This design comes from an exercise in tuning for small area on the open sky130 flow, not from production work. RTL that was checked went through simulation tests only; none was proved equivalent to the original. The RTL of runs 1 and 2 was laid out without a check of its function. Power is estimated from default activity; no workload was simulated.

==> design.v <==
module gomoku(
    input        clk,
    input        rst,
    input        Btn0,
    output [3:0] VGA_R,     output [3:0] VGA_G,  output [3:0] VGA_B,
    output       VGA_HS,    output       VGA_VS,
    output [3:0] KeyPadRow, input  [3:0] KeyPadCol,
    output [7:0] Dot_row,
    output [7:0] Dot1_col,
    output [7:0] Dot2_col,
    output [6:0] HEX0,      output [6:0] HEX1
);
    reg [5:0] ph;
    always @(posedge clk or negedge rst) begin
        if (!rst) ph <= 6'd2;
        else      ph <= ph + 6'd1;
    end
    wire       en_vga = ~ph[0];
    wire       tick   = ph[1] & ph[0];
    wire [1:0] krow   = ph[3:2];
    wire [2:0] drow   = ph[5:3] + {2'b00, ph[2] & ph[1]};
    assign KeyPadRow = ~(4'b0001 << krow);
    assign Dot_row   = ~(8'b00000001 << drow);
    wire key_any = (KeyPadCol != 4'b1111);
    reg [3:0] key_now;
    always @(*) begin
        key_now = 4'h0;
        case (krow)
            2'd0: key_now = !KeyPadCol[3] ? 4'h0 : !KeyPadCol[2] ? 4'h1 : !KeyPadCol[1] ? 4'h4 : 4'h7;
            2'd1: key_now = !KeyPadCol[3] ? 4'hA : !KeyPadCol[2] ? 4'h2 : !KeyPadCol[1] ? 4'h5 : 4'h8;
            2'd2: key_now = !KeyPadCol[3] ? 4'hB : !KeyPadCol[2] ? 4'h3 : !KeyPadCol[1] ? 4'h6 : 4'h9;
            2'd3: key_now = !KeyPadCol[3] ? 4'hF : !KeyPadCol[2] ? 4'hE : !KeyPadCol[1] ? 4'hD : 4'hC;
        endcase
    end
    reg [2:0] kst;           
    reg [3:0] key_code;
    reg       ev1, ev2;
    always @(posedge clk or negedge rst) begin
        if (!rst) begin
            kst      <= 3'd0;
            key_code <= 4'd0;
            ev1      <= 1'b0;
            ev2      <= 1'b0;
        end else if (tick) begin
            ev1 <= 1'b0;
            ev2 <= ev1;
            if (kst == 3'd0) begin
                if (key_any) begin
                    kst      <= 3'd1;
                    key_code <= key_now;
                    ev1      <= 1'b1;
                end
            end else if (kst == 3'd7) begin
                kst <= 3'd0;
            end else begin
                kst <= key_any ? 3'd1 : kst + 3'd1;
            end
        end
    end
    wire key_valid = tick & ev2;
    reg       cp;            
    reg       lp;            
    reg [1:0] place_result;
    reg       game_over;
    reg       turn_reset;
    reg       pending;       
    reg       btn0_prev;
    reg [3:0] cur_r, cur_c;
    reg       occ_reg;       
    reg       win1, win2;    
    wire      timeout_pulse;
    wire      occ_t_now;     
    reg [3:0] ust;           
    wire [3:0] tr, tc;       
    wire confirm  = (~Btn0 & btn0_prev) | (key_valid && key_code == 4'h5);
    wire key_up    = (key_code == 4'h6);
    wire key_down  = (key_code == 4'h4);
    wire key_left  = (key_code == 4'h2);
    wire key_right = (key_code == 4'h8);
    wire do_move  = key_valid && !game_over && !pending && (ust == 4'd8);
    always @(posedge clk or negedge rst) begin
        if (!rst) begin
            cp           <= 1'b0;
            lp           <= 1'b0;
            place_result <= 2'b00;
            game_over    <= 1'b0;
            turn_reset   <= 1'b0;
            pending      <= 1'b0;
            btn0_prev    <= 1'b1;
            cur_r        <= 4'd0;
            cur_c        <= 4'd0;
            occ_reg      <= 1'b0;
        end else begin
            turn_reset <= 1'b0;
            btn0_prev  <= Btn0;
            lp         <= cp;
            if (pending) begin
                pending <= 1'b0;
                occ_reg <= 1'b1;
                if (lp ? win2 : win1) game_over <= 1'b1;
                else begin
                    cp         <= ~cp;
                    turn_reset <= 1'b1;
                end
            end
            if (do_move) occ_reg <= occ_t_now;
            if (!game_over && !pending) begin
                if (timeout_pulse) begin
                    cp           <= ~cp;
                    place_result <= 2'b00;
                    turn_reset   <= 1'b1;
                end
                if (key_valid && (key_up || key_down || key_left || key_right))
                    place_result <= 2'b00;
                if (do_move) begin
                    cur_r <= tr;
                    cur_c <= tc;
                end
                if (confirm) begin
                    if (!occ_reg) begin
                        pending      <= 1'b1;
                        place_result <= 2'b01;
                    end else begin
                        place_result <= 2'b10;
                    end
                end
            end
        end
    end
    reg [8:0] tcnt;
    reg [3:0] sec_t, sec_o;
    reg       tout;
    always @(posedge clk or negedge rst) begin
        if (!rst) begin
            tcnt  <= 9'd0;
            sec_t <= 4'd9;
            sec_o <= 4'd9;
            tout  <= 1'b0;
        end else begin
            tout <= 1'b0;
            if (turn_reset) begin
                tcnt  <= 9'd0;
                sec_t <= 4'd9;
                sec_o <= 4'd9;
            end else if (!game_over) begin
                if (tcnt == 9'd499) begin
                    tcnt <= 9'd0;
                    if (sec_t != 4'd0 || sec_o != 4'd0) begin
                        if (sec_o == 4'd0) begin
                            sec_o <= 4'd9;
                            sec_t <= sec_t - 4'd1;
                        end else begin
                            sec_o <= sec_o - 4'd1;
                        end
                        if (sec_t == 4'd0 && sec_o == 4'd1) tout <= 1'b1;
                    end
                end else begin
                    tcnt <= tcnt + 9'd1;
                end
            end
        end
    end
    assign timeout_pulse = tout;
    function [6:0] seg7;
        input [3:0] d;
        case (d)
            4'd0: seg7 = 7'b1000000;
            4'd1: seg7 = 7'b1111001;
            4'd2: seg7 = 7'b0100100;
            4'd3: seg7 = 7'b0110000;
            4'd4: seg7 = 7'b0011001;
            4'd5: seg7 = 7'b0010010;
            4'd6: seg7 = 7'b0000010;
            4'd7: seg7 = 7'b1111000;
            4'd8: seg7 = 7'b0000000;
            4'd9: seg7 = 7'b0010000;
            default: seg7 = 7'b1111111;
        endcase
    endfunction
    assign HEX0 = seg7(sec_o);
    assign HEX1 = seg7(sec_t);
    reg  [255:0] occ, bp2;
    wire [255:0] occ_d, bp2_d;
    wire [15:0] rsel = 16'd1 << cur_r;
    wire [15:0] csel = 16'd1 << cur_c;
    wire wen = pending & ~occ_reg;
    genvar gi, gj;
    generate
        for (gi = 0; gi < 16; gi = gi + 1) begin : g_wr
            gk_setrow u_o (.rw(wen & rsel[gi]),      .c(csel), .q(occ[16*gi +: 16]), .d(occ_d[16*gi +: 16]));
            gk_setrow u_p (.rw(wen & cp & rsel[gi]), .c(csel), .q(bp2[16*gi +: 16]), .d(bp2_d[16*gi +: 16]));
        end
    endgenerate
    always @(posedge clk or negedge rst) begin
        if (!rst) begin
            occ <= 256'd0;
            bp2 <= 256'd0;
        end else begin
            occ <= occ_d;
            bp2 <= bp2_d;
        end
    end
    wire trig_key = tick && (kst == 3'd0) && key_any;
    wire [1:0] mv_now = (key_now == 4'h6) ? 2'd0 : (key_now == 4'h4) ? 2'd1 :
                        (key_now == 4'h2) ? 2'd2 : 2'd3;
    wire mv_ok = ((key_now == 4'h6) && cur_r != 4'd0) || ((key_now == 4'h4) && cur_r != 4'd15) ||
                 ((key_now == 4'h2) && cur_c != 4'd0) || ((key_now == 4'h8) && cur_c != 4'd15);
    wire trig = trig_key & mv_ok;
    reg [1:0] mv;
    wire [3:0] s  = trig ? 4'd0 : ust;
    wire busy = trig | ((ust != 4'd0) && (ust != 4'd9));
    wire [1:0] m  = trig ? mv_now : mv;
    assign tr = (m == 2'd0) ? cur_r - 4'd1 : (m == 2'd1) ? cur_r + 4'd1 : cur_r;
    assign tc = (m == 2'd2) ? cur_c - 4'd1 : (m == 2'd3) ? cur_c + 4'd1 : cur_c;
    reg signed [4:0] k;
    always @(*) begin
        case (s)
            4'd0: k = -5'sd4;
            4'd1: k =  5'sd4;
            4'd2: k = -5'sd3;
            4'd3: k =  5'sd3;
            4'd4: k = -5'sd2;
            4'd5: k =  5'sd2;
            4'd6: k = (m == 2'd1) ?  5'sd1 : -5'sd1;
            4'd7: k = (m[1]) ?  5'sd1 : 5'sd0;
            default: k = (m == 2'd1) ? -5'sd1 : (m == 2'd0) ? 5'sd1 : 5'sd0;
        endcase
    end
    wire [4:0] ra  = {1'b0, tr} + k;
    wire [4:0] cd  = {1'b0, tc} + k;
    wire [4:0] ca  = {1'b0, tc} - k;
    wire row_ok = ~ra[4];
    wire [3:0] pa = busy ? ra[3:0] : vc[3:0];
    wire [15:0] pasel = 16'd1 << pa;
    wire [15:0] po, pq;
    generate
        for (gj = 0; gj < 16; gj = gj + 1) begin : g_port
            wire [15:0] col_o, col_q;
            for (gi = 0; gi < 16; gi = gi + 1) begin : g_b
                assign col_o[gi] = occ[16*gi + gj];
                assign col_q[gi] = bp2[16*gi + gj];
            end
            gk_sel16 u_o (.s(pasel), .d(col_o), .o(po[gj]));
            gk_sel16 u_q (.s(pasel), .d(col_q), .o(pq[gj]));
        end
    endgenerate
    wire [2:0] co, cq, cor, cqr;
    gk_mux16 u_pv_o (.a(tc),      .d(po), .o(cor[0]));
    gk_mux16 u_pv_q (.a(tc),      .d(pq), .o(cqr[0]));
    gk_mux16 u_pd_o (.a(cd[3:0]), .d(po), .o(cor[1]));
    gk_mux16 u_pd_q (.a(cd[3:0]), .d(pq), .o(cqr[1]));
    gk_mux16 u_pa_o (.a(ca[3:0]), .d(po), .o(cor[2]));
    gk_mux16 u_pa_q (.a(ca[3:0]), .d(pq), .o(cqr[2]));
    wire [2:0] pk_ok = {row_ok & ~ca[4], row_ok & ~cd[4], row_ok};
    assign co = cor & pk_ok;
    assign cq = cqr & pk_ok;
    wire [5:0] cpk = {cq, co & ~cq};       
    reg [11:0] runb, runf;   
    reg acc1, acc2;
    reg occ_t;
    reg win_d1, win_d2;      
    integer e;
    wire [11:0] hwin;
    genvar gq;
    generate
        for (gq = 0; gq < 12; gq = gq + 1) begin : g_hw
            assign hwin[gq] = (tc >= gq) && (tc <= gq + 4);
        end
    endgenerate
    wire [15:0] tcsel = 16'd1 << tc;
    wire h1, h2;
    gk_run5 u_h1 (.m((po & ~pq) | tcsel), .w(hwin), .y(h1));
    gk_run5 u_h2 (.m(pq | tcsel),         .w(hwin), .y(h2));
    wire is_h = (k == 5'sd0);
    assign occ_t_now = ((s == 4'd8) && is_h) ? cor[0] : occ_t;
    wire first_n  = (s == 4'd6);
    wire second_n = (s == 4'd8 && !is_h) || (s == 4'd7 && m[1]);
    wire side_f   = (k > 5'sd0);           
    always @(*) begin
        win_d1 = 1'b0; win_d2 = 1'b0;
        for (e = 0; e < 6; e = e + 1) begin
            if (second_n) begin
                if (cpk[e] ? runf[2*e+1] : runb[2*e+1]) begin
                    if (e < 3) win_d1 = 1'b1; else win_d2 = 1'b1;
                end
            end
        end
    end
    always @(posedge clk or negedge rst) begin
        if (!rst) begin
            ust   <= 4'd0;
            mv    <= 2'd0;
            acc1  <= 1'b0;
            acc2  <= 1'b0;
            win1  <= 1'b0;
            win2  <= 1'b0;
            occ_t <= 1'b0;
            runb  <= 12'd0;
            runf  <= 12'd0;
        end else begin
            if (trig) begin
                ust  <= 4'd1;
                mv   <= mv_now;
                acc1 <= 1'b0;
                acc2 <= 1'b0;
            end else if (ust == 4'd9) begin
                ust  <= 4'd0;
                win1 <= acc1;
                win2 <= acc2;
            end else if (ust != 4'd0) begin
                ust <= ust + 4'd1;
            end
            if (busy) begin
                if (is_h) begin
                    occ_t <= cor[0];
                    if (h1) acc1 <= 1'b1;
                    if (h2) acc2 <= 1'b1;
                end
                if (win_d1) acc1 <= 1'b1;
                if (win_d2) acc2 <= 1'b1;
                for (e = 0; e < 6; e = e + 1) begin
                    if (s < 4'd6) begin
                        if (s[0]) runf[2*e +: 2] <= (cpk[e] ? ((s == 4'd1) ? 2'd1 : runf[2*e +: 2] + 2'd1) : 2'd0);
                        else      runb[2*e +: 2] <= (cpk[e] ? ((s == 4'd0) ? 2'd1 : runb[2*e +: 2] + 2'd1) : 2'd0);
                    end else if (first_n) begin
                        runb[2*e+1] <= cpk[e] && ((side_f ? runf[2*e +: 2] : runb[2*e +: 2]) == 2'd3);
                        runf[2*e+1] <= cpk[e] ? ({1'b0, runf[2*e +: 2]} + {1'b0, runb[2*e +: 2]} >= 3'd2)
                                             : ((side_f ? runb[2*e +: 2] : runf[2*e +: 2]) == 2'd3);
                    end
                end
            end
        end
    end
    reg [4:0] hc, hx, vc, vy;
    wire h_last = (hc == 5'd25) && (hx == 5'd3);      
    wire h_wrap = (hc == 5'd28) && (hx == 5'd15);     
    always @(posedge clk or negedge rst) begin
        if (!rst) begin
            hc <= 5'd25; hx <= 5'd4;
            vc <= 5'd18; vy <= 5'd5;
        end else if (en_vga) begin
            if (h_wrap) begin
                hc <= 5'd0; hx <= 5'd0;
            end else if (hx == 5'd27) begin
                hc <= hc + 5'd1; hx <= 5'd0;
            end else begin
                hx <= hx + 5'd1;
            end
            if (h_last) begin
                if (vc == 5'd18 && vy == 5'd20) begin
                    vc <= 5'd0; vy <= 5'd0;
                end else if (vy == 5'd27) begin
                    vc <= vc + 5'd1; vy <= 5'd0;
                end else begin
                    vy <= vy + 5'd1;
                end
            end
        end
    end
    wire h0 = (hc == 5'd25) && (hx == 5'd4);           
    wire hs_on = ({hc, hx} >= {5'd20, 5'd1}) && ({hc, hx} <= {5'd23, 5'd12});
    assign VGA_HS = ~hs_on;
    wire vs_on = h0 ? ((vc == 5'd16 && vy == 5'd27) || (vc == 5'd17 && vy == 5'd0))
                    : (vc == 5'd16 && (vy == 5'd26 || vy == 5'd27));
    assign VGA_VS = ~vs_on;
    wire left_border = (hc >= 5'd26) || (hc == 5'd25 && hx >= 5'd4);    
    wire vis_x = left_border || (hc < 5'd19) || (hc == 5'd19 && hx < 5'd12);
    wire vis_y = (vc == 5'd18 && vy >= 5'd5) || (vc < 5'd16) || (vc == 5'd16 && vy < 5'd16);
    wire visible  = vis_x & vis_y;
    wire in_board = ~hc[4] & ~vc[4];
    reg [1:0] vcur, vnxt;    
    wire [3:0] nc = hc[4] ? 4'd0 : hc[3:0] + 4'd1;
    wire nxt_ok = ~busy & ((~hc[4] & (hc[3:0] != 4'd15)) | left_border);
    wire [15:0] ncsel = 16'd1 << nc;
    wire pn_o, pn_q;
    gk_sel16 u_vn_o (.s(ncsel), .d(po), .o(pn_o));
    gk_sel16 u_vn_q (.s(ncsel), .d(pq), .o(pn_q));
    wire wr_nxt = wen & (cur_r == vc[3:0]) & (cur_c == nc);
    wire is_cursor = (vc[3:0] == cur_r) && (hc[3:0] == cur_c);
    wire wr_cur = wen & is_cursor;
    wire enter = en_vga & (h_wrap | (hx == 5'd27));
    wire [1:0] vnxt_d = (nxt_ok ? {pn_q, pn_o} : vnxt) | {wr_nxt & cp, wr_nxt};
    always @(posedge clk or negedge rst) begin
        if (!rst) begin
            vcur <= 2'b00;
            vnxt <= 2'b00;
        end else begin
            vnxt <= vnxt_d;
            vcur <= enter ? vnxt_d : (vcur | {wr_cur & cp, wr_cur});
        end
    end
    wire v_occ = vcur[0];
    wire v_p2  = vcur[1];
    wire grid_pixel = (hx == 5'd0) || (vy == 5'd0) || (hx == 5'd27) || (vy == 5'd27);
    wire in_stone   = (hx >= 5'd4) && (hx < 5'd24) && (vy >= 5'd4) && (vy < 5'd24);
    wire cur_outline = (hx < 5'd2) || (vy < 5'd2) || (hx >= 5'd26) || (vy >= 5'd26);
    wire cur_cross  = ((hx >= 5'd13) && (hx <= 5'd15) && (vy >= 5'd8) && (vy <= 5'd20)) ||
                      ((vy >= 5'd13) && (vy <= 5'd15) && (hx >= 5'd8) && (hx <= 5'd20));
    reg [3:0] r_o, g_o, b_o;
    always @(*) begin
        r_o = 4'h0; g_o = 4'h0; b_o = 4'h0;
        if (visible) begin
            r_o = 4'hD; g_o = 4'h9; b_o = 4'h4;
            if (in_board) begin
                if (grid_pixel) begin
                    r_o = 4'h0; g_o = 4'h6; b_o = 4'h0;
                end
                if (v_occ && in_stone) begin
                    r_o = {4{v_p2}}; g_o = {4{v_p2}}; b_o = {4{v_p2}};
                end
                if (is_cursor && (cur_outline || cur_cross)) begin
                    r_o = {4{cp}}; g_o = {4{cp}}; b_o = {4{cp}};
                end
            end
        end
    end
    assign VGA_R = r_o;
    assign VGA_G = g_o;
    assign VGA_B = b_o;
    reg [7:0] pat1, pat2;
    always @(*) begin
        pat1 = 8'b00000000;
        if (place_result == 2'b01) begin
            case (drow)
                3'd7: pat1 = 8'b11111111;
                3'd6: pat1 = 8'b11100111;
                3'd5: pat1 = 8'b11011011;
                3'd4: pat1 = 8'b10111101;
                3'd3: pat1 = 8'b10111101;
                3'd2: pat1 = 8'b11011011;
                3'd1: pat1 = 8'b11100111;
                3'd0: pat1 = 8'b11111111;
            endcase
        end else if (place_result == 2'b10) begin
            case (drow)
                3'd7: pat1 = 8'b11111111;
                3'd6: pat1 = 8'b10111101;
                3'd5: pat1 = 8'b11011011;
                3'd4: pat1 = 8'b11100111;
                3'd3: pat1 = 8'b11100111;
                3'd2: pat1 = 8'b11011011;
                3'd1: pat1 = 8'b10111101;
                3'd0: pat1 = 8'b11111111;
            endcase
        end
        pat2 = 8'b00000000;
        if (game_over) begin
            if (!cp) begin
                case (drow)
                    3'd7: pat2 = 8'b11110011;
                    3'd6: pat2 = 8'b11100011;
                    3'd5: pat2 = 8'b11000011;
                    3'd4: pat2 = 8'b11110011;
                    3'd3: pat2 = 8'b11110011;
                    3'd2: pat2 = 8'b11110011;
                    3'd1: pat2 = 8'b11000001;
                    3'd0: pat2 = 8'b11111111;
                endcase
            end else begin
                case (drow)
                    3'd7: pat2 = 8'b11100011;
                    3'd6: pat2 = 8'b11001101;
                    3'd5: pat2 = 8'b11111001;
                    3'd4: pat2 = 8'b11110011;
                    3'd3: pat2 = 8'b11100111;
                    3'd2: pat2 = 8'b11001111;
                    3'd1: pat2 = 8'b11000001;
                    3'd0: pat2 = 8'b11111111;
                endcase
            end
        end
    end
    assign Dot1_col = ~pat1;
    assign Dot2_col = ~pat2;
endmodule
module gk_setrow(
    input         rw,
    input  [15:0] c,
    input  [15:0] q,
    output [15:0] d
);
    genvar i;
    generate
        for (i = 0; i < 16; i = i + 1) begin : g
            gk_ao21 u (.a(rw), .b(c[i]), .c(q[i]), .y(d[i]));
        end
    endgenerate
endmodule
module gk_ao21(
    input  a,
    input  b,
    input  c,
    output y
);
    assign y = (a & b) | c;
endmodule
module gk_sel16(
    input  [15:0] s,
    input  [15:0] d,
    output        o
);
    wire a, b;
    gk_sel8 u0 (.s(s[7:0]),  .d(d[7:0]),  .o(a));
    gk_sel8 u1 (.s(s[15:8]), .d(d[15:8]), .o(b));
    assign o = a | b;
endmodule
module gk_sel8(
    input  [7:0] s,
    input  [7:0] d,
    output       o
);
    assign o = |(s & d);
endmodule
module gk_mux16(
    input  [3:0]  a,
    input  [15:0] d,
    output        o
);
    assign o = d[a];
endmodule
module gk_run5(
    input  [15:0] m,
    input  [11:0] w,
    output        y
);
    wire [14:0] p2 = m[14:0] & m[15:1];
    wire [12:0] p4 = p2[12:0] & p2[14:2];
    wire [11:0] p5 = p4[11:0] & m[15:4];
    assign y = |(p5 & w);
endmodule
==> run.sh <==
#!/bin/bash
# synth_recipe.tcl (not shown) runs the flow's synth.tcl, then flattens the netlist and writes it again
# the make line also repeats each setting of config.mk as NAME=value (left out here)
make -C /OpenROAD-flow-scripts/flow DESIGN_CONFIG=/design/flow/config.mk WORK_HOME=/design/flow/orfs CLKGATE_MAP_FILE= SYNTH_SCRIPT=/design/flow/synth_recipe.tcl finish
==> config.mk <==
export PLATFORM = sky130hd
export DESIGN_NAME = gomoku
export DESIGN_NICKNAME = gomoku
export VERILOG_FILES = /design/flow/design.v
export SDC_FILE = /design/flow/constraint.sdc
export NUM_CORES = 8
export LEC_CHECK = 0
export ABC_AREA = 0
export CAP_MARGIN = 20
export CORE_MARGIN = 2
export CORE_UTILIZATION = 70
export CTS_BUF_LIST = sky130_fd_sc_hd__clkbuf_16
export CTS_CLUSTER_DIAMETER = 80
export CTS_CLUSTER_SIZE = 25
export SLEW_MARGIN = 20
export SYNTH_HIERARCHICAL = 1
export SYNTH_MINIMUM_KEEP_SIZE = 0
==> constraint.sdc <==
create_clock -name core_clock -period 12.0 [get_ports {clk}]
set_input_delay 2.4000 -clock core_clock [delete_from_list [all_inputs] [get_ports {clk}]]
set_output_delay 2.4000 -clock core_clock [all_outputs]
set_load 0.01 [all_outputs]
==> results of run 1 <==
## cell families after synthesis
family	synth area share
DFF	0.5074
adders and majority gates	0.03689
xor gates and xnor gates	0.01196
buffers and inverters	0.02302
muxes	0.04616
AOI/OAI and AO/OA	0.2672
and+or+nand+nor	0.1073
## Yosys stat by module (local to each module, per instance), a selection
module	cells	times used
gk_ao21	1	512
gk_sel8	5	68
gomoku	1821	1
gk_sel16	1	34
gk_mux16	7	6
gk_run5	18	2
## power by group through the flow
stage	Sequential (µW)	Clock, µW	Combinational (µW)
after floorplan	2190	0	926
after global placement	2220	0	1540
after detailed placement	2220	0	1560
after CTS	2180	1180	1570
after global routing	2190	1260	1710
final	2180	1180	1650
## final cells by class
type                       instances  area [µm²]  area share
clock buffer                      31       775.7     0.02347
clock inverter                    15       142.6    0.004316
inverter                          82       307.8    0.009314
multi-input combinational       2001       14480      0.4382
sequential                       621       15560      0.4708
tap                              585       732.0     0.02215
timing repair buffer             115        1052     0.03184
## critical path: stages
cell,delay (ps)
clkdlybuf4s50_1,740
a311o_1,250
and3_1,420
mux2i_4,390
o21ai_1,370
a211oi_1,600
ha_1,260
inv_1,60
fa_1,590
nor3_1,90
a31oi_1,570
nor2_2,80
buf_4,320
a22oi_1,270
nand4_1,300
or2_1,420
mux4_1,530
mux2i_1,140
mux2i_1,160
and3_1,210
mux2i_1,610
mux2i_1,320
nand3_1,120
o2bb2ai_1,140
## worst paths after layout
kind | start | endpoint | slack [ps] | cells after the start
worst max-delay path | KeyPadCol[3] | acc2 | 2100 | 24
worst min-delay path | occ[183] | occ[183] | 460 | 1
worst max register to register | cur_c[0] | acc2 | 3620 | 25
worst min register to register | occ[183] | occ[183] | 460 | 1
max in group asynchronous | rst | occ[36] | 7980 | 3
min in group asynchronous | rst | hx[4] | 1760 | 1
## metrics by stage
stage                     area, µm²  setup WS (ps)
final                         33050           2104
after global routing          33050           1772
after CTS                     33040           2368
after detailed placement      32120           1733
after global placement        32120           1919
after floorplan               30660           3472
## layout by cell type, fill, tap and decap left out, types with 67 or more instances in the layout
master,synthesis,layout
ha_1,76,76
nor2_1,159,140
nand4_1,81,81
a22oi_1,281,281
dfrtp_1,607,607
a21oi_1,67,67
a21o_1,530,530
inv_1,78,84
o21ai_0,75,75
nand2_1,145,145
## metal layers
layer	track usage	part of all wire
met1	0.5638	0.39
met2	0.6261	0.46
met3	0.06545	0.095
met4	0.2174	0.059
met5	0	0
==> metrics.yaml, run 1 <==
synth_ff_type: "dfrtp_1"
clkTransAtPathRegs_ps: 100
p_int_uw: 3012
yosysMostFrequentCell: "dfrtp_1"
skew_ps: 54.50
largest_reg_flops: 257
synth_area_um2: 30660
io_buffer_count: 62
coreArea_um2: 43170
route.detailed.drc: 0
grt_pass1_wl_mm: 141.8
worst_setup_path_end_kind: "flip-flop"
path_class: "primary input to flip-flop"
fin_nets: 2944
yosysUniqueCellTypes: 89
maxSlewHeadroom: 0.2429
cts_resized: 0
grt_pass1_vias: 24730
synth_common_cells: "607 x dfrtp_1, 530 x a21o_1, 281 x a22oi_1"
gp_congestion: 1.016
whs_ps: 462.4
route.vias.total: 25070
slew_violations: 0
diodes: 0
synthesis.nets: 2877
peakVddDrop_v: 0.0001765
combPwrFrac: 0.329
post-route-period-util: 0.8247
die_w_um: 213.3
vias_per_cell: 7.268
drt_wl_total_mm: 91.51
firstDrtPassIters: 7
ys_warn_count: 7
worst-path-max-fanout: 32
yosys-top-cells-area: "dfrtp_1 50%, a21o_1 13%, a22oi_1 6.9%"
ys_seq_area_frac: 0.5074
synth.top_cell.area_share: 0.4954
worstPathArrival_ps: 10390
rows: 76
clockBufferDepth: 3
track_usage: 0.4075
io_pins: 63
p_clk_frac: 0.236
final_core_util: 0.7655
power_uw: 5004
initialDrtViolationCount: 3389
fillers: 2848
power.leakage_uw: 0.01930
area_growth_pct: 7.795
start_util: 0.7101
cts_sinks: 621
async_flop_share: 1.000
cp.required_ps: 12500
tns_ps: 0
syn_area_per_cell_um2: 11.01
cap_violations: 0
cts_setup_buffers: 0
min_path_type: "flip-flop to flip-flop"
grt_max_degree: 190
routedWlPerCell_um: 26.52
dieArea_um2: 45490
ant_nets: 0
hpwl_mm: 60.36
p_switching_uw: 1992
htreeDepth: 1
cp-start-kind: "primary input"
fin_crit_ps: 9896
grt_overflow_total: 0
drive_gt1_frac: 0.06387
cts_root_buf: "clkbuf_16"
clock_latency_ps: 670
ys_ff_latch: 621
seq_power_share: 0.436
outcome: "finished clean"
rsz0062_at_grt: "false"
synth_edf_count: 0
finalHoldViolCount: 0
swShare: 0.3981
tightestPinTransition_ps: 1128
synth_area_leader_cell: "dfrtp_1"
antenna_found_initial: 0
dpl.cell_count: 3404
holdBufCountCts: 0
numCtsBuffers: 31
die_y_um: 213.3
cts_tree: "done"
final_cells: 3450
synthCells: 2785
p_per_area_nw_per_um2: 151.4
finalSetupViolations: 0
clock.fmax_mhz: 101.1
==> run 2: changes to the inputs <==
--- a/config.mk
+++ b/config.mk
@@ -11,6 +11,6 @@
 export CORE_UTILIZATION = 70
 export CTS_BUF_LIST = sky130_fd_sc_hd__clkbuf_16
-export CTS_CLUSTER_DIAMETER = 80
-export CTS_CLUSTER_SIZE = 25
+export CTS_CLUSTER_DIAMETER = 60
+export CTS_CLUSTER_SIZE = 35
 export SLEW_MARGIN = 20
 export SYNTH_HIERARCHICAL = 1
==> metrics.yaml, run 2 <==
path_class: "primary input to flip-flop"
worst_setup_path_end_kind: "flip-flop"
cts_sinks: 621  # unchanged
holdBufCountCts: 0  # unchanged
peakVddDrop_v: 0.0001777  # +0.69%
final_cell_mix: "607 x dfrtp_1, 530 x a21o_1, 281 x a22oi_1, 145 x nand2_1, 140 x nor2_1"
io_buffer_count: 62  # unchanged
critPathCapture: "acc1"
ys_seq_area_frac: 0.5074  # unchanged
synthesis.nets: 2877  # unchanged
ys_warn_count: 7  # unchanged
route.vias.total: 25250  # +0.71%
clock_latency_ps: 630  # -40 ps
pre_cts_ws_ps: 1733  # unchanged
vias_per_cell: 7.273  # about the same
p_switching_uw: 2133  # +7.1%
rr_startpoint: "cur_c[0]"
grt_pass1_wl_mm: 145.0  # +2.2%
tightestPinTransition_ps: 1075  # -52.22 ps
largest_reg_flops: 257  # unchanged
gp_congestion: 1.016  # unchanged
cp.required_ps: 12440  # -60 ps
die_w_um: 213.3  # unchanged
numCtsBuffers: 37  # +19%
grt_max_degree: 190  # unchanged
cts_setup_buffers: 0  # unchanged
cts_resized: 0  # unchanged
worst-path-max-fanout: 32  # unchanged
grt_pass1_vias: 25300  # +2.3%
worstPathArrival_ps: 10360  # -30 ps
clock.fmax_mhz: 100.8  # -0.24%
yosysMostFrequentCell: "dfrtp_1"
route.detailed.drc: 0  # unchanged
rsz0062_at_grt: "false"
post-route-period-util: 0.8267  # +0.002001
coreArea_um2: 43170  # unchanged
synth_area_um2: 30660  # unchanged
finalSetupViolations: 0  # unchanged
p_int_uw: 3249  # +7.9%
yosysUniqueCellTypes: 89  # unchanged
cts_tree: "done"
slew_violations: 0  # unchanged
drive_gt1_frac: 0.07274  # +0.008866
finalHoldViolCount: 0  # unchanged
outcome: "finished clean"
initialDrtViolationCount: 3560  # +5.0%
yosys-top-cells-area: "dfrtp_1 50%, a21o_1 13%, a22oi_1 6.9%"
hpwl_mm: 60.36  # unchanged
routedWlPerCell_um: 26.86  # +1.3%
clockBufferDepth: 3  # unchanged
combPwrFrac: 0.305  # -0.024
cap_violations: 0  # unchanged
antenna_found_initial: 0  # unchanged
r2r_setup_slack_ps: 3640  # +20 ps
ys_ff_latch: 621  # unchanged
power.leakage_uw: 0.01954  # +1.3%
dpl.cell_count: 3404  # unchanged
p_clk_frac: 0.290  # +0.054
synth_edf_count: 0  # unchanged
clkTransAtPathRegs_ps: 90  # about the same
setup_ws_ps: 2080  # -24.01 ps
fin_nets: 2951  # +0.24%
synth.top_cell.area_share: 0.4954  # unchanged
skew_ps: 55.28  # +0.7781 ps
startpoint: "KeyPadCol[3]"
swShare: 0.3963  # -0.001779
ant_nets: 0  # unchanged
synth_common_cells: "607 x dfrtp_1, 530 x a21o_1, 281 x a22oi_1"
maxSlewHeadroom: 0.2823  # +0.03945
firstDrtPassIters: 6  # -1
track_usage: 0.4183  # +0.01082
cts_root_buf: "clkbuf_16"
synth_area_leader_cell: "dfrtp_1"
min_path_type: "flip-flop to flip-flop"
htreeDepth: 2  # +1
start_util: 0.7101  # unchanged
r2r-end: "acc1"
grt_overflow_total: 0  # unchanged
drt_wl_total_mm: 93.26  # +1.9%
die_y_um: 213.3  # unchanged
area_growth_pct: 9.599
dieArea_um2: 45490  # unchanged
seq_power_share: 0.405  # -0.031
rows: 76  # unchanged
syn_area_per_cell_um2: 11.01  # unchanged
synthCells: 2785  # unchanged
final_cells: 3472  # +0.64%
async_flop_share: 1.000  # unchanged
fin_crit_ps: 9920  # +24.01 ps
diodes: 0  # unchanged
synth_ff_type: "dfrtp_1"
io_pins: 63  # unchanged
cp-start-kind: "primary input"
layout_commonest_cell: "dfrtp_1"
p_per_area_nw_per_um2: 160.2  # +5.8%
tns_ps: 0  # unchanged
reg2reg_depth: 27  # +8.0%
run 2: cell counts after synthesis:
Identical to the previous run, type by type.
run 2: kinds of logic (layout without fill, tap and decap cells):
family | count (synthesis) | count (layout) | synth area share
AO/OA/AOI/OAI | 1129 | 1129 | 0.2672
AND/OR/NAND/NOR | 652 | 652 | 0.1073
flip-flops | 621 | 621 | 0.5074
buffers and inverters | 163 | 265 | 0.02302
multiplexers | 94 | 94 | 0.04616
adder cells (fa/ha/maj) | 85 | 85 | 0.03689
XOR/XNOR | 41 | 41 | 0.01196
run 2: how the worst min path moves through the flow:
| stage | slack (ps) | end | startpoint | depth (start not counted) |
|---|---|---|---|---|
| CTS | 460 | bp2[156] | bp2[156] | 1 |
| detailed placement | 440 | occ[64] | occ[64] | 1 |
| floorplan | 410 | lp | cp | 0 |
| global route | 470 | bp2[248] | bp2[248] | 1 |
| global placement | 440 | occ[5] | occ[5] | 1 |
| finish | 460 | bp2[156] | bp2[156] | 1 |
run 2: power by group through the flow:
stage / clock network, µW / logic, µW / registers (µW)
4_1_cts: 1570 / 1580 / 2180
6_report: 1560 / 1640 / 2180
2_1_floorplan: 0 / 926 / 2190
5_1_grt: 1650 / 1710 / 2190
3_5_place_dp: 0 / 1560 / 2220
3_3_place_gp: 0 / 1540 / 2220
run 2: metrics by stage:
stage	area (µm²)	util	power, µW	hold slack (ps)
after global routing	33600	0.7783	5550	473.7
after detailed placement	32120	0.7441	3781	444.3
after global placement	32120	0.7441	3752	437.4
after floorplan	30660	-	3116	409.7
after CTS	33570	0.7776	5333	464.4
final	33600	0.7783	5383	463.6
run 2: Yosys stat by module, one instance, submodules excluded, a selection:
module    flops+latches  copies in the design  cell area, µm²
gk_mux16              0                     6           135.1
gk_ao21               0                   512           7.507
gk_run5               0                     2           115.1
gk_sel8               0                    68           36.28
gomoku              621                     1           23090
gk_sel16              0                    34           6.256
run 2: critical path: stages:
cell and delay [ps]:
clkdlybuf4s50_1 750, a311o_1 240, and3_1 410, mux2i_4 390, o21ai_1 370, a211oi_1 590, ha_1 260, inv_1 60
fa_1 400, xnor2_1 270, inv_1 90, a31oi_1 520, nor2_2 80, buf_4 290, a22oi_1 280, nand4_1 260
or2_1 410, mux4_1 520, mux2i_1 150, mux2i_1 220, nand2b_1 200, nor3_1 60, mux2i_1 600, mux2i_1 250
nand3_1 100, o2bb2ai_1 130
run 2: routing by layer:
metal	wire length, µm	global-route usage
met1	36120	0.5668
met2	42960	0.6464
met3	8319	0.06486
met4	5868	0.2471
met5	0	0
run 2: final cells by class:
class,count,area [µm²]
Fill cell,2711,9570
Inverter,82,307.8
Clock inverter,29,496.7
Multi-Input combinational cell,2001,14480
Timing Repair Buffer,116,1076
Tap cell,585,732.0
Sequential cell,621,15560
Clock buffer,38,950.9
==> run 3: changes to the inputs <==
--- a/design.v
+++ b/design.v
@@ -131,4 +131,5 @@
     reg [3:0] sec_t, sec_o;
     reg       tout;
+    wire      tend = (tcnt == 9'h021);
     always @(posedge clk or negedge rst) begin
         if (!rst) begin
@@ -144,5 +145,5 @@
                 sec_o <= 4'd9;
             end else if (!game_over) begin
-                if (tcnt == 9'd499) begin
+                if (tend) begin
                     tcnt <= 9'd0;
                     if (sec_t != 4'd0 || sec_o != 4'd0) begin
@@ -156,5 +157,5 @@
                     end
                 end else begin
-                    tcnt <= tcnt + 9'd1;
+                    tcnt <= {tcnt[7:0], ~(tcnt[8] ^ tcnt[4])};
                 end
             end
@@ -164,17 +165,13 @@
     function [6:0] seg7;
         input [3:0] d;
-        case (d)
-            4'd0: seg7 = 7'b1000000;
-            4'd1: seg7 = 7'b1111001;
-            4'd2: seg7 = 7'b0100100;
-            4'd3: seg7 = 7'b0110000;
-            4'd4: seg7 = 7'b0011001;
-            4'd5: seg7 = 7'b0010010;
-            4'd6: seg7 = 7'b0000010;
-            4'd7: seg7 = 7'b1111000;
-            4'd8: seg7 = 7'b0000000;
-            4'd9: seg7 = 7'b0010000;
-            default: seg7 = 7'b1111111;
-        endcase
+        begin
+        seg7[0] = ~((d[3]) | (d[2] & d[0]) | (~d[2] & ~d[0]) | (d[1]));
+        seg7[1] = ~((~d[1] & ~d[0]) | (~d[2]) | (d[1] & d[0]));
+        seg7[2] = (~d[2] & d[1] & ~d[0]);
+        seg7[3] = (d[2] & ~d[1] & ~d[0]) | (~d[3] & ~d[2] & ~d[1] & d[0]) | (d[2] & d[1] & d[0]);
+        seg7[4] = (d[2] & ~d[1]) | (d[0]);
+        seg7[5] = (~d[2] & d[1]) | (~d[3] & ~d[2] & d[0]) | (d[1] & d[0]);
+        seg7[6] = (~d[3] & ~d[2] & ~d[1]) | (d[2] & d[1] & d[0]);
+        end
     endfunction
     assign HEX0 = seg7(sec_o);
@@ -256,8 +253,7 @@
     assign cq = cqr & pk_ok;
     wire [5:0] cpk = {cq, co & ~cq};       
-    reg [11:0] runb, runf;   
+    reg [11:0] rx, ry;
     reg acc1, acc2;
     reg occ_t;
-    reg win_d1, win_d2;      
     integer e;
     wire [11:0] hwin;
@@ -275,14 +271,25 @@
     assign occ_t_now = ((s == 4'd8) && is_h) ? cor[0] : occ_t;
     wire first_n  = (s == 4'd6);
+    wire s_first  = (s[3:1] == 3'd0);      
     wire second_n = (s == 4'd8 && !is_h) || (s == 4'd7 && m[1]);
-    wire side_f   = (k > 5'sd0);           
+    wire side_f   = (m == 2'd1);           
+    reg [11:0] rx_d, ry_d;
+    reg [5:0]  fin;                        
+    reg [1:0]  rs, ro;
+    reg        x1, x2;
     always @(*) begin
-        win_d1 = 1'b0; win_d2 = 1'b0;
         for (e = 0; e < 6; e = e + 1) begin
-            if (second_n) begin
-                if (cpk[e] ? runf[2*e+1] : runb[2*e+1]) begin
-                    if (e < 3) win_d1 = 1'b1; else win_d2 = 1'b1;
-                end
+            rs = side_f ? ry[2*e +: 2] : rx[2*e +: 2];
+            ro = side_f ? rx[2*e +: 2] : ry[2*e +: 2];
+            x1 = cpk[e] & (rs == 2'd3);
+            x2 = cpk[e] ? ({1'b0, rs} + {1'b0, ro} >= 3'd2) : (ro == 2'd3);
+            if (first_n) begin
+                rx_d[2*e +: 2] = {x2, x1};
+                ry_d[2*e +: 2] = {x2, x1};
+            end else begin
+                rx_d[2*e +: 2] = ry[2*e +: 2];
+                ry_d[2*e +: 2] = {cpk[e] & ~s_first & (rx[2*e+1] ^ rx[2*e]), cpk[e] & (s_first | ~rx[2*e])};
             end
+            fin[e] = second_n & (cpk[e] ? rx[2*e+1] : rx[2*e]);
         end
     end
@@ -296,7 +303,9 @@
             win2  <= 1'b0;
             occ_t <= 1'b0;
-            runb  <= 12'd0;
-            runf  <= 12'd0;
+            rx    <= 12'd0;
+            ry    <= 12'd0;
         end else begin
+            rx <= rx_d;
+            ry <= ry_d;
             if (trig) begin
                 ust  <= 4'd1;
@@ -317,16 +326,6 @@
                     if (h2) acc2 <= 1'b1;
                 end
-                if (win_d1) acc1 <= 1'b1;
-                if (win_d2) acc2 <= 1'b1;
-                for (e = 0; e < 6; e = e + 1) begin
-                    if (s < 4'd6) begin
-                        if (s[0]) runf[2*e +: 2] <= (cpk[e] ? ((s == 4'd1) ? 2'd1 : runf[2*e +: 2] + 2'd1) : 2'd0);
-                        else      runb[2*e +: 2] <= (cpk[e] ? ((s == 4'd0) ? 2'd1 : runb[2*e +: 2] + 2'd1) : 2'd0);
-                    end else if (first_n) begin
-                        runb[2*e+1] <= cpk[e] && ((side_f ? runf[2*e +: 2] : runb[2*e +: 2]) == 2'd3);
-                        runf[2*e+1] <= cpk[e] ? ({1'b0, runf[2*e +: 2]} + {1'b0, runb[2*e +: 2]} >= 3'd2)
-                                             : ((side_f ? runb[2*e +: 2] : runf[2*e +: 2]) == 2'd3);
-                    end
-                end
+                if (|fin[2:0]) acc1 <= 1'b1;
+                if (|fin[5:3]) acc2 <= 1'b1;
             end
         end
@@ -419,28 +418,12 @@
     assign VGA_B = b_o;
     reg [7:0] pat1, pat2;
+    reg [1:0] dcq;
+    integer i;
+    wire [1:0] rp = drow[1:0] ^ {2{drow[2]}};
     always @(*) begin
-        pat1 = 8'b00000000;
-        if (place_result == 2'b01) begin
-            case (drow)
-                3'd7: pat1 = 8'b11111111;
-                3'd6: pat1 = 8'b11100111;
-                3'd5: pat1 = 8'b11011011;
-                3'd4: pat1 = 8'b10111101;
-                3'd3: pat1 = 8'b10111101;
-                3'd2: pat1 = 8'b11011011;
-                3'd1: pat1 = 8'b11100111;
-                3'd0: pat1 = 8'b11111111;
-            endcase
-        end else if (place_result == 2'b10) begin
-            case (drow)
-                3'd7: pat1 = 8'b11111111;
-                3'd6: pat1 = 8'b10111101;
-                3'd5: pat1 = 8'b11011011;
-                3'd4: pat1 = 8'b11100111;
-                3'd3: pat1 = 8'b11100111;
-                3'd2: pat1 = 8'b11011011;
-                3'd1: pat1 = 8'b10111101;
-                3'd0: pat1 = 8'b11111111;
-            endcase
+        for (i = 0; i < 8; i = i + 1) begin
+            dcq = (i < 4) ? i : 7 - i;
+            pat1[i] = (place_result[0] & ({1'b0, rp} + {1'b0, dcq} != 3'd4)) |
+                      (place_result[1] & ((rp != dcq) || (dcq == 2'd0)));
         end
         pat2 = 8'b00000000;
--- a/config.mk
+++ b/config.mk
@@ -11,6 +11,7 @@
 export CORE_UTILIZATION = 70
 export CTS_BUF_LIST = sky130_fd_sc_hd__clkbuf_16
-export CTS_CLUSTER_DIAMETER = 60
-export CTS_CLUSTER_SIZE = 35
+export CTS_CLUSTER_DIAMETER = 80
+export CTS_CLUSTER_SIZE = 25
+export GPL_TIMING_DRIVEN = 0
 export SLEW_MARGIN = 20
 export SYNTH_HIERARCHICAL = 1
==> metrics.yaml, run 3 <==
outcome: "finished clean"
track_usage: 0.3841  # -0.03422
area_growth_pct: 10.64
synth.top_cell.area_share: 0.5074  # +0.01199
worstPathArrival_ps: 10820  # +460 ps
p_per_area_nw_per_um2: 150.0  # -6.3%
hpwl_mm: 57.05  # -5.5%
start_util: 0.7120  # +0.001874
htreeDepth: 1  # -1
yosysUniqueCellTypes: 101  # +13%
tns_ps: 0  # unchanged
layout_commonest_cell: "dfrtp_1"
slew_violations: 0  # unchanged
antenna_found_initial: 2  # +2
synth_common_cells: "607 x dfrtp_1, 526 x a21o_1, 277 x a22oi_1"
numCtsBuffers: 30  # -19%
final_cell_mix: "607 x dfrtp_1, 526 x a21o_1, 277 x a22oi_1, 115 x nand2_1, 105 x nor2_1"
fin_crit_ps: 10310  # +394.4 ps
route.detailed.drc: 0  # unchanged
die_w_um: 210.8  # -1.2%
cts_tree: "done"
finalHoldViolCount: 0  # unchanged
post-route-period-util: 0.8595  # +0.03286
path_class: "primary input to flip-flop"
clockBufferDepth: 3  # unchanged
routedWlPerCell_um: 25.47  # -5.2%
final_core_util: 0.7878  # +0.009452
cts_sinks: 621  # unchanged
die_y_um: 210.8  # -1.2%
ys_ff_latch: 621  # unchanged
maxSlewHeadroom: 0.2443  # -0.03796
worst_setup_path_end_kind: "flip-flop"
async_flop_share: 1.000  # unchanged
clock.fmax_mhz: 96.95  # -3.8%
skew_ps: 31.13  # -24.14 ps
peakVddDrop_v: 0.0001668  # -6.1%
worst-path-stages: 27  # +3.8%
firstDrtPassIters: 6  # unchanged
finalSetupViolations: 0  # unchanged
grt_overflow_total: 0  # unchanged
synth_edf_count: 0  # unchanged
r2r_setup_slack_ps: 2920  # -720 ps
diodes: 0  # unchanged
cp-start-kind: "primary input"
crit_buf_inv: 4  # unchanged
gp_congestion: 0.9759  # -4.0%
initialDrtViolationCount: 2668  # -25%
power.leakage_uw: 0.01930  # -1.2%
synthesis.nets: 2734  # -5.0%
cts_root_buf: "clkbuf_16"
r2r-end: "acc1"
vias_per_cell: 7.179  # -1.3%
rr_startpoint: "cur_c[1]"
io_buffer_count: 61  # -1.6%
ys_warn_count: 7  # unchanged
io_pins: 63  # unchanged
hold_depth: 0  # -1
dieArea_um2: 44430  # -2.3%
synth_area_leader_cell: "dfrtp_1"
fin_nets: 2865  # -2.9%
crit_slowest_cell: "a221oi_2"
clkTransAtPathRegs_ps: 100  # about the same
tightestPinTransition_ps: 1125  # +49.45 ps
grt_pass1_wl_mm: 132.4  # -8.7%
rows: 75  # -1.3%
grt_pass1_vias: 24070  # -4.9%
startpoint: "KeyPadCol[3]"
synthCells: 2653  # -4.7%
clock_latency_ps: 620  # about the same
place_area_um2: 32210  # +0.27%
worst-path-max-fanout: 19  # -41%
ys_seq_area_frac: 0.5197  # +0.01228
drive_gt1_frac: 0.07783  # +0.005089
synth_area_um2: 29930  # -2.4%
yosys-top-cells-area: "dfrtp_1 51%, a21o_1 13%, a22oi_1 6.9%"
cp_top_family: "simple AND/OR/NAND/NOR gates"
dpl.cell_count: 3291  # -3.3%
cap_violations: 0  # unchanged
syn_area_per_cell_um2: 11.28  # +2.5%
drt_wl_total_mm: 85.06  # -8.8%
ant_nets: 0  # unchanged
final_cells: 3340  # -3.8%
cpPeakStageDelay_ps: 700  # -50 ps
design_area_um2: 33120  # -1.4%
power_uw: 4969  # -7.7%
cts_setup_buffers: 0  # unchanged
holdBufCountCts: 0  # unchanged
route.vias.total: 23980  # -5.0%
coreArea_um2: 42040  # -2.6%
largest_reg_flops: 257  # unchanged
grt_max_degree: 111  # -42%
critPathCapture: "acc1"
cp.required_ps: 12510  # +70 ps
reg2reg_depth: 28  # +3.7%
synth_ff_type: "dfrtp_1"
rsz0062_at_grt: "false"
min_path_type: "flip-flop to flip-flop"
yosysMostFrequentCell: "dfrtp_1"
cts_resized: 0  # unchanged
-- run 3: where the power goes --
group	total, µW	switching [µW]	internal (µW)
Combinational	1670	1190	488
Sequential	2150	26.9	2120
Clock	1150	672	477
-- run 3: logic make-up after synthesis --
| logic type | count (synthesis) | share of synthesized area |
|---|---|---|
| simple gates | 594 | 0.1043 |
| fa+ha+maj | 74 | 0.03319 |
| mux | 72 | 0.03741 |
| buf+inv | 153 | 0.02215 |
| compound gates | 1090 | 0.2686 |
| xor+xnor | 49 | 0.01459 |
| flops | 621 | 0.5197 |
-- run 3: per-layer routing --
| metal | vias to the layer above | GRT usage | share of wire |
|---|---|---|---|
| met4 | 2 | 0.1705 | 0.046 |
| met3 | 295 | 0.08742 | 0.098 |
| met5 | - | 0.007786 | 0.00049 |
| li1 | 10300 | - | - |
| met1 | 12110 | 0.4958 | 0.38 |
| met2 | 1279 | 0.6277 | 0.47 |
-- run 3: how the worst min path moves through the flow --
stage	from	to	slack (ps)
4_1_cts	cp	lp	450
3_3_place_gp	cp	lp	400
5_1_grt	cp	lp	450
3_5_place_dp	cp	lp	410
6_report	cp	lp	440
2_1_floorplan	cp	lp	390
-- run 3: Yosys stat by module, one instance, submodules excluded, a selection --
module / cells / times used
gomoku: 1689 / 1
gk_ao21: 1 / 512
gk_sel16: 1 / 34
gk_mux16: 7 / 6
gk_sel8: 5 / 68
gk_run5: 18 / 2
-- run 3: per-stage QoR --
step	setup WS (ps)	hold WS, ps
finish	1686	444.9
global route	1290	449.8
CTS	1788	446.8
detailed placement	1197	405.9
global placement	-17140	404.1
floorplan	3310	390.5
-- run 3: area by class of cell --
class / instances / area (µm²)
clock inverters: 18 / 107.6
repair buffers: 99 / 1373
flip-flops and latches: 621 / 15560
multi-input cells: 1879 / 13970
fillers: 2618 / 8922
inverters: 74 / 277.8
plain buffers: 79 / 385.4
clock buffers: 31 / 775.7
well taps: 539 / 674.4
==> run 4: changes to the inputs <==
--- a/config.mk
+++ b/config.mk
@@ -13,5 +13,4 @@
 export CTS_CLUSTER_DIAMETER = 80
 export CTS_CLUSTER_SIZE = 25
-export GPL_TIMING_DRIVEN = 0
 export SLEW_MARGIN = 20
 export SYNTH_HIERARCHICAL = 1
==> metrics.yaml, run 4 <==
finalSetupViolations: 0  # unchanged
worst-path-max-fanout: 18  # -1
ant_nets: 0  # unchanged
synth-xor-area-share: 0.01459  # unchanged
clock.fmax_mhz: 94.04  # -3.0%
clockBufferDepth: 3  # unchanged
rows: 75  # unchanged
swShare: 0.3774  # -0.001853
antenna_found_initial: 2  # unchanged
cpPeakStageDelay_ps: 680  # -20 ps
ys_ff_latch: 621  # unchanged
track_usage: 0.4092  # +0.02515
maxSlewHeadroom: 0.2232  # -0.02119
largest_reg_flops: 257  # unchanged
coreArea_um2: 42040  # unchanged
final_cell_mix: "607 x dfrtp_1, 526 x a21o_1, 277 x a22oi_1, 121 x nor2_1, 115 x nand2_1"
tns_ps: 0  # unchanged
path_class: "primary input to flip-flop"
holdBufCountCts: 0  # unchanged
rsz0062_at_grt: "false"
start_util: 0.7120  # unchanged
area_growth_pct: 7.992
routedWlPerCell_um: 27.39  # +7.5%
synth.top_cell.area_share: 0.5074  # unchanged
io_buffer_count: 62  # +1.6%
route.detailed.drc: 0  # unchanged
firstDrtPassIters: 6  # unchanged
htreeDepth: 1  # unchanged
maxUsedRoutingLayer: "met5"
cap_violations: 0  # unchanged
cts_setup_buffers: 0  # unchanged
synth_area_leader_cell: "dfrtp_1"
die_w_um: 210.8  # unchanged
numCtsBuffers: 31  # +3.3%
synth_adder_area_share: 0.03319  # unchanged
grt_overflow_total: 0  # unchanged
crit_slowest_cell: "clkdlybuf4s50_1"
grt_pass1_vias: 24150  # +0.35%
cts_tree: "done"
async_flop_share: 1.000  # unchanged
clock_latency_ps: 640  # +20 ps
drt_wl_total_mm: 89.86  # +5.6%
grt_max_degree: 221  # +99%
drt-met1-wl_mm: 33.52  # +3.4%
clkTransAtPathRegs_ps: 90  # about the same
synthSimpleGateAreaFrac: 0.1043  # unchanged
fin_nets: 2808  # -2.0%
synth_edf_count: 0  # unchanged
cp.required_ps: 12530  # +20 ps
tightestPinTransition_ps: 1163  # +37.98 ps
ys_seq_area_frac: 0.5197  # unchanged
io_pins: 63  # unchanged
hpwl_mm: 59.17  # +3.7%
grt_pass1_wl_mm: 139.7  # +5.5%
cts_resized: 0  # unchanged
slew_violations: 0  # unchanged
synth_area_um2: 29930  # unchanged
synthCells: 2653  # unchanged
fillers: 2741  # +4.7%
synthesis.nets: 2734  # unchanged
die_y_um: 210.8  # unchanged
yosysUniqueCellTypes: 101  # unchanged
outcome: "finished clean"
gp_congestion: 1.094  # +12%
p_per_area_nw_per_um2: 146.8  # -2.2%
vias_per_cell: 7.366  # +2.6%
drive_gt1_frac: 0.06786  # -0.009971
syn_area_per_cell_um2: 11.28  # unchanged
p_switching_uw: 1791  # -5.0%
power.leakage_uw: 0.01907  # -1.2%
finalHoldViolCount: 0  # unchanged
worstPathArrival_ps: 11170  # +350 ps
peakVddDrop_v: 0.0001684  # +0.98%
yosys-mux-area-fraction: 0.03741  # unchanged
p_clk_frac: 0.247  # +0.016
route.vias.total: 24170  # +0.80%
routed-wl-met3_mm: 9.786  # +17%
p_int_uw: 2954  # -4.2%
layout_commonest_cell: "dfrtp_1"
combPwrFrac: 0.296  # -0.041
post-route-period-util: 0.8861  # +0.02658
yosysMostFrequentCell: "dfrtp_1"
initialDrtViolationCount: 2817  # +5.6%
dieArea_um2: 44430  # unchanged
min_path_type: "flip-flop to flip-flop"
skew_ps: 31.59  # +0.4560 ps
fin_crit_ps: 10630  # +318.9 ps
ys_warn_count: 7  # unchanged
wl_met2_mm: 41.73  # +3.5%
cts_root_buf: "clkbuf_16"
cts_sinks: 621  # unchanged
worst_setup_path_end_kind: "flip-flop"
cp-start-kind: "primary input"
synth_top_family_by_area: "compound AO/OA/AOI/OAI gates"
synth_ff_type: "dfrtp_1"
synth_compound_area_frac: 0.2686  # unchanged
synth_common_cells: "607 x dfrtp_1, 526 x a21o_1, 277 x a22oi_1"
seq_power_share: 0.457  # +0.025
final_core_util: 0.7689  # -0.01884
yosys-top-cells-area: "dfrtp_1 51%, a21o_1 13%, a22oi_1 6.9%"
run 4: cell count changes in the layout (fill, tap and decap cells not counted), sizes merged:
| cell | before | now |
|---|---|---|
| clkinvlp | 1 | 0 |
| clkdlybuf4s50 | 60 | 61 |
| diode | 0 | 1 |
| clkbuf | 78 | 31 |
| buf | 71 | 59 |
| inv | 87 | 86 |
run 4: kinds of logic after synthesis:
logic type               Yosys count
XOR/XNOR                          49
flip-flops                       621
multiplexers                      72
buffers and inverters            153
AND/OR/NAND/NOR                  594
adder cells (fa/ha/maj)           74
AO/OA/AOI/OAI                   1090
run 4: worst max-delay path: cells and delay by family:
family                   cells  cell delay (ps)
buffers and inverters        4             1480
adder cells (fa/ha/maj)      1              360
XOR/XNOR                     1              180
multiplexers                 3             1080
AND/OR/NAND/NOR             11             2790
AO/OA/AOI/OAI                9             2830
run 4: final cells by class:
| cell class | count | area [µm²] | share of cell area |
|---|---|---|---|
| inverters | 74 | 277.8 | 0.008593 |
| well taps | 539 | 674.4 | 0.02086 |
| clock inverters | 16 | 131.4 | 0.004064 |
| multi-input cells | 1879 | 13800 | 0.4269 |
| diodes | 1 | 2.502 | 0.00007741 |
| flip-flops and latches | 621 | 15560 | 0.4813 |
| repair buffers | 120 | 1106 | 0.03422 |
| clock buffers | 31 | 775.7 | 0.02400 |
run 4: metal layers:
layer | up-vias | global-route usage
met5 | - | 0
met4 | 4 | 0.1955
met3 | 318 | 0.1011
met2 | 1548 | 0.6450
met1 | 12120 | 0.5392
li1 | 10180 | -
run 4: worst paths after layout:
kind	from	to	slack, ps	cells past startpoint
max in group asynchronous	rst	occ[94]	7860	3
min in group asynchronous	rst	sec_t[2]	1860	1
max reg2reg	cur_c[1]	acc1	2780	29
max	KeyPadCol[3]	acc1	1370	29
min	occ[225]	occ[225]	460	1
min reg2reg	occ[225]	occ[225]	460	1
run 4: through the flow:
| step | cells | area [µm²] | worst slack, ps | hold WS (ps) | power, µW |
|---|---|---|---|---|---|
| after floorplan | 2653 | 29930 | 3310 | 390.5 | 2952 |
| after global placement | 3231 | 31380 | 1254 | 437.2 | 3519 |
| after detailed placement | 3231 | 31380 | 1079 | 444.4 | 3547 |
| after CTS | 3278 | 32280 | 1684 | 462.8 | 4699 |
| after global routing | 3280 | 32320 | 909.4 | 473.1 | 4893 |
| final | 3281 | 32330 | 1367 | 462.3 | 4745 |
run 4: power by group through the flow:
stage / Combinational, µW / Sequential [µW] / Clock [µW]
floorplan: 772 / 2180 / 0
global placement: 1310 / 2210 / 0
detailed placement: 1340 / 2210 / 0
CTS: 1350 / 2170 / 1180
global route: 1470 / 2170 / 1250
finish: 1400 / 2170 / 1170
run 4: per-module statistics from Yosys, one instance, submodules excluded, excerpt:
| module | cells inside | times used |
|---|---|---|
| gk_run5 | 18 | 2 |
| gomoku | 1689 | 1 |
| gk_ao21 | 1 | 512 |
| gk_sel8 | 5 | 68 |
| gk_mux16 | 7 | 6 |
| gk_sel16 | 1 | 34 |
==> run 5: changes to the inputs <==
--- a/design.v
+++ b/design.v
@@ -33,13 +33,16 @@
         endcase
     end
+    wire [2:0] kc_now = (key_now == 4'h6) ? 3'd0 : (key_now == 4'h4) ? 3'd1 :
+                        (key_now == 4'h2) ? 3'd2 : (key_now == 4'h8) ? 3'd3 :
+                        (key_now == 4'h5) ? 3'd4 : 3'd5;
     reg [2:0] kst;           
-    reg [3:0] key_code;
+    reg [2:0] kc;
     reg       ev1, ev2;
     always @(posedge clk or negedge rst) begin
         if (!rst) begin
-            kst      <= 3'd0;
-            key_code <= 4'd0;
-            ev1      <= 1'b0;
-            ev2      <= 1'b0;
+            kst <= 3'd0;
+            kc  <= 3'd0;
+            ev1 <= 1'b0;
+            ev2 <= 1'b0;
         end else if (tick) begin
             ev1 <= 1'b0;
@@ -47,7 +50,7 @@
             if (kst == 3'd0) begin
                 if (key_any) begin
-                    kst      <= 3'd1;
-                    key_code <= key_now;
-                    ev1      <= 1'b1;
+                    kst <= 3'd1;
+                    kc  <= kc_now;
+                    ev1 <= 1'b1;
                 end
             end else if (kst == 3'd7) begin
@@ -73,9 +76,6 @@
     reg [3:0] ust;           
     wire [3:0] tr, tc;       
-    wire confirm  = (~Btn0 & btn0_prev) | (key_valid && key_code == 4'h5);
-    wire key_up    = (key_code == 4'h6);
-    wire key_down  = (key_code == 4'h4);
-    wire key_left  = (key_code == 4'h2);
-    wire key_right = (key_code == 4'h8);
+    wire confirm  = (~Btn0 & btn0_prev) | (key_valid && kc == 3'd4);
+    wire key_dir   = ~kc[2];
     wire do_move  = key_valid && !game_over && !pending && (ust == 4'd8);
     always @(posedge clk or negedge rst) begin
@@ -111,5 +111,5 @@
                     turn_reset   <= 1'b1;
                 end
-                if (key_valid && (key_up || key_down || key_left || key_right))
+                if (key_valid && key_dir)
                     place_result <= 2'b00;
                 if (do_move) begin
@@ -199,13 +199,12 @@
     end
     wire trig_key = tick && (kst == 3'd0) && key_any;
-    wire [1:0] mv_now = (key_now == 4'h6) ? 2'd0 : (key_now == 4'h4) ? 2'd1 :
-                        (key_now == 4'h2) ? 2'd2 : 2'd3;
-    wire mv_ok = ((key_now == 4'h6) && cur_r != 4'd0) || ((key_now == 4'h4) && cur_r != 4'd15) ||
-                 ((key_now == 4'h2) && cur_c != 4'd0) || ((key_now == 4'h8) && cur_c != 4'd15);
+    wire [1:0] mv_now = kc_now[1:0];
+    wire mv_ok = ~kc_now[2] &&
+                 ((kc_now[1:0] == 2'd0) ? (cur_r != 4'd0) : (kc_now[1:0] == 2'd1) ? (cur_r != 4'd15) :
+                  (kc_now[1:0] == 2'd2) ? (cur_c != 4'd0) : (cur_c != 4'd15));
     wire trig = trig_key & mv_ok;
-    reg [1:0] mv;
     wire [3:0] s  = trig ? 4'd0 : ust;
     wire busy = trig | ((ust != 4'd0) && (ust != 4'd9));
-    wire [1:0] m  = trig ? mv_now : mv;
+    wire [1:0] m  = trig ? mv_now : kc[1:0];
     assign tr = (m == 2'd0) ? cur_r - 4'd1 : (m == 2'd1) ? cur_r + 4'd1 : cur_r;
     assign tc = (m == 2'd2) ? cur_c - 4'd1 : (m == 2'd3) ? cur_c + 4'd1 : cur_c;
@@ -283,5 +282,5 @@
             ro = side_f ? rx[2*e +: 2] : ry[2*e +: 2];
             x1 = cpk[e] & (rs == 2'd3);
-            x2 = cpk[e] ? ({1'b0, rs} + {1'b0, ro} >= 3'd2) : (ro == 2'd3);
+            x2 = cpk[e] ? (rs[1] | ro[1] | (rs[0] & ro[0])) : (ro == 2'd3);
             if (first_n) begin
                 rx_d[2*e +: 2] = {x2, x1};
@@ -297,5 +296,4 @@
         if (!rst) begin
             ust   <= 4'd0;
-            mv    <= 2'd0;
             acc1  <= 1'b0;
             acc2  <= 1'b0;
@@ -310,5 +308,4 @@
             if (trig) begin
                 ust  <= 4'd1;
-                mv   <= mv_now;
                 acc1 <= 1'b0;
                 acc2 <= 1'b0;
@@ -371,5 +368,6 @@
     wire [3:0] nc = hc[4] ? 4'd0 : hc[3:0] + 4'd1;
     wire nxt_ok = ~busy & ((~hc[4] & (hc[3:0] != 4'd15)) | left_border);
-    wire [15:0] ncsel = 16'd1 << nc;
+    wire [15:0] hcsel = 16'd1 << hc[3:0];
+    wire [15:0] ncsel = hc[4] ? 16'd1 : {hcsel[14:0], 1'b0};
     wire pn_o, pn_q;
     gk_sel16 u_vn_o (.s(ncsel), .d(po), .o(pn_o));
==> metrics.yaml, run 5 <==
outcome: "finished clean"
route.vias.total: 24070  # -0.42%
skew_ps: 34.40  # +2.814 ps
r2r_setup_slack_ps: 2990  # +210 ps
ys_warn_count: 7  # unchanged
cp.required_ps: 12590  # +60 ps
finalSetupViolations: 0  # unchanged
largest_reg_flops: 257  # unchanged
worst-path-max-fanout: 17  # -1
rsz0062_at_grt: "false"
worstPathArrival_ps: 11090  # -80 ps
tns_ps: 0  # unchanged
hold_depth: 1  # unchanged
numCtsBuffers: 31  # unchanged
grt_pass1_vias: 23990  # -0.67%
io_buffer_count: 62  # unchanged
clock.fmax_mhz: 95.16  # +1.2%
die_y_um: 210.2  # -0.30%
clkTransAtPathRegs_ps: 100  # about the same
synth_ff_type: "dfrtp_1"
ys_seq_area_frac: 0.5204  # +0.0006460
ant_nets: 0  # unchanged
coreArea_um2: 41950  # -0.22%
maxSlewHeadroom: 0.2354  # +0.01223
routedWlPerCell_um: 27.39  # about the same
yosys-top-cells-area: "dfrtp_1 51%, a21o_1 13%, a22oi_1 7.0%"
path_class: "primary input to flip-flop"
fin_crit_ps: 10510  # -124.6 ps
rr_startpoint: "cur_c[0]"
reg2reg_depth: 24  # -17%
syn_area_per_cell_um2: 11.30  # +0.19%
start_util: 0.7093  # -0.002732
dpl.cell_count: 3206  # -0.77%
clock_latency_ps: 650  # about the same
holdBufCountCts: 0  # unchanged
io_pins: 63  # unchanged
vias_per_cell: 7.403  # +0.50%
route.detailed.drc: 0  # unchanged
ys_ff_latch: 618  # -0.48%
min-delay-start: "occ[98]"
grt_overflow_total: 0  # unchanged
min_path_type: "flip-flop to flip-flop"
cap_violations: 0  # unchanged
cts_sinks: 618  # -0.48%
async_flop_share: 1.000  # unchanged
grt_pass1_wl_mm: 138.6  # -0.79%
antenna_found_initial: 1  # -1
yosysMostFrequentCell: "dfrtp_1"
clockBufferDepth: 3  # unchanged
grt_max_degree: 112  # -49%
hpwl_mm: 60.11  # +1.6%
layout_commonest_cell: "dfrtp_1"
p_per_area_nw_per_um2: 155.5  # +5.9%
cts_root_buf: "clkbuf_16"
slew_violations: 0  # unchanged
synth_area_um2: 29750  # -0.61%
rows: 75  # unchanged
area_growth_pct: 7.881
drive_gt1_frac: 0.07451  # +0.006653
initialDrtViolationCount: 2902  # +3.0%
firstDrtPassIters: 7  # +1
synth_edf_count: 0  # unchanged
worst_setup_path_end_kind: "flip-flop"
yosysUniqueCellTypes: 82  # -19%
tightestPinTransition_ps: 1138  # -24.63 ps
synthesis.nets: 2709  # -0.91%
cts_tree: "done"
cp-start-kind: "primary input"
power.leakage_uw: 0.01901  # -0.33%
drt_wl_total_mm: 89.03  # -0.93%
synth_common_cells: "604 x dfrtp_1, 534 x a21o_1, 277 x a22oi_1"
peakVddDrop_v: 0.0002906  # +73%
gp_congestion: 1.019  # -6.8%
holdPathEnd: "occ[98]"
synthCells: 2632  # -0.79%
htreeDepth: 1  # unchanged
synth.top_cell.area_share: 0.5080  # +0.0005710
cts_setup_buffers: 0  # unchanged
track_usage: 0.4071  # -0.002167
finalHoldViolCount: 0  # unchanged
r2r-end: "ry[3]"
die_w_um: 210.2  # -0.30%
final_core_util: 0.7652  # -0.003739
final_cells: 3251  # -0.91%
synth_area_leader_cell: "dfrtp_1"
cts_resized: 0  # unchanged
final_cell_mix: "604 x dfrtp_1, 534 x a21o_1, 277 x a22oi_1, 115 x nand2_1, 98 x nor2_1"
post-route-period-util: 0.8757  # -0.01038
dieArea_um2: 44170  # -0.59%
fin_nets: 2777  # -1.1%
-- run 5: changes by cell type after synthesis, sizes merged, moves of 6 or more --
cell,change
nor3b,-6
fa,-6
o22ai,-13
a31o,+14
mux2i,+7
a21o,+8
and3,+13
o32ai,+10
o31ai,-7
mux2,+10
nand3,+6
o21bai,-16
nor2,-16
o21ai,-7
-- run 5: cell type report --
type	instances	area (µm²)
Multi-Input combinational cell	1856	13690
Fill cell	2713	9849
Clock inverter	13	138.9
Tap cell	539	674.4
Timing Repair Buffer	117	1046
Sequential cell	618	15480
Antenna cell	1	2.502
Inverter	76	287.8
Clock buffer	31	775.7
-- run 5: cells by family after synthesis --
kind of cell,Yosys count,share of synthesized area
multiplexers,89,0.04420
XOR/XNOR,50,0.01472
AND/OR/NAND/NOR,581,0.1026
adder cells (fa/ha/maj),70,0.03019
buffers and inverters,158,0.02334
AO/OA/AOI/OAI,1066,0.2646
flip-flops,618,0.5204
-- run 5: critical path: stages --
cell	delay (ps)
clkdlybuf4s50_1	670
nand4_1	300
nand4b_2	270
nand4bb_4	460
o31ai_1	670
nand2_1	250
xor2_1	200
a21oi_1	260
ha_1	280
a21o_1	170
a21oi_1	240
xor2_1	210
nor3_1	70
a31oi_1	520
nor2_2	380
buf_4	320
a22oi_1	210
nand4_1	210
or2_1	380
mux4_1	530
mux2i_1	170
mux2i_1	260
o311ai_0	900
o21ai_0	270
a31oi_1	270
a31o_2	160
-- run 5: Yosys stat by module, one instance, submodules excluded, excerpt --
module    cell area, µm²  copies in the design
gk_run5            115.1                     2
gomoku             22190                     1
gk_sel8            36.28                    68
gk_sel16           6.256                    34
gk_mux16           135.1                     6
gk_ao21            7.507                   512
-- run 5: worst max-delay path by stage --
stage	startpoint	end	slack, ps	cells after the start
3_5_place_dp	KeyPadCol[3]	ry[3]	1300	26
3_3_place_gp	KeyPadCol[3]	ry[3]	1460	26
6_report	KeyPadCol[3]	ry[3]	1490	26
5_1_grt	KeyPadCol[3]	ry[3]	1090	26
2_1_floorplan	KeyPadCol[1]	ry[3]	3650	25
4_1_cts	KeyPadCol[3]	ry[3]	1840	26
-- run 5: metrics by stage --
stage	area (µm²)	setup WS, ps	power (µW)	hold slack (ps)
global placement	31150	1462	3722	437.4
global route	32090	1087	5142	468.4
floorplan	29750	3649	3093	427.8
finish	32100	1491	4991	464.0
CTS	32070	1844	4921	464.7
detailed placement	31150	1296	3769	444.4
-- run 5: power breakdown --
group          internal (µW)  switching, µW
logic                    408           1240
clock network            485            690
registers               2110           56.0
total                   3000           1990
-- run 5: layer usage --
layer  global-route usage  routed length [µm]
met3               0.1015                9538
met2               0.6350               41190
met4               0.1998                4731
met5                    0                  11
met1               0.5399               33550

[port drivers added, routing unchanged]
Ports are ideal in the flow. The routed layouts listed here were re-timed in OpenROAD.
Step 1, drivers: a clkbuf_16 drives clk and a buf_2 each remaining input, both assumed.
Step 2 also shifts input and output timing later by t, the mid clock arrival at the registers, as if the neighbouring blocks saw the same clock.
a / b / c = ideal ports / drivers / drivers and shift; a / b = the first two.
run	shift t [ns]	setup WS [ns]	worst hold slack (ns)	pins driven straight from the clock port
run 1	0.704	2.104 / 2.116 / 1.413	0.462 / 0.462 / 0.462	1
run 2	0.662	2.080 / 2.095 / 1.433	0.464 / 0.464 / 0.464	1
run 3	0.667	1.686 / 1.718 / 1.051	0.445 / 0.445 / 0.445	1
run 4	0.682	1.367 / 1.397 / 0.714	0.462 / 0.462 / 0.462	1
run 5	0.695	1.491 / 1.520 / 0.825	0.464 / 0.464 / 0.464	1
After both steps setup and hold are still met in every run listed. The setup slack of run 1, which loses most, moves by +0.012 ns with the drivers and by -0.691 ns with both steps.
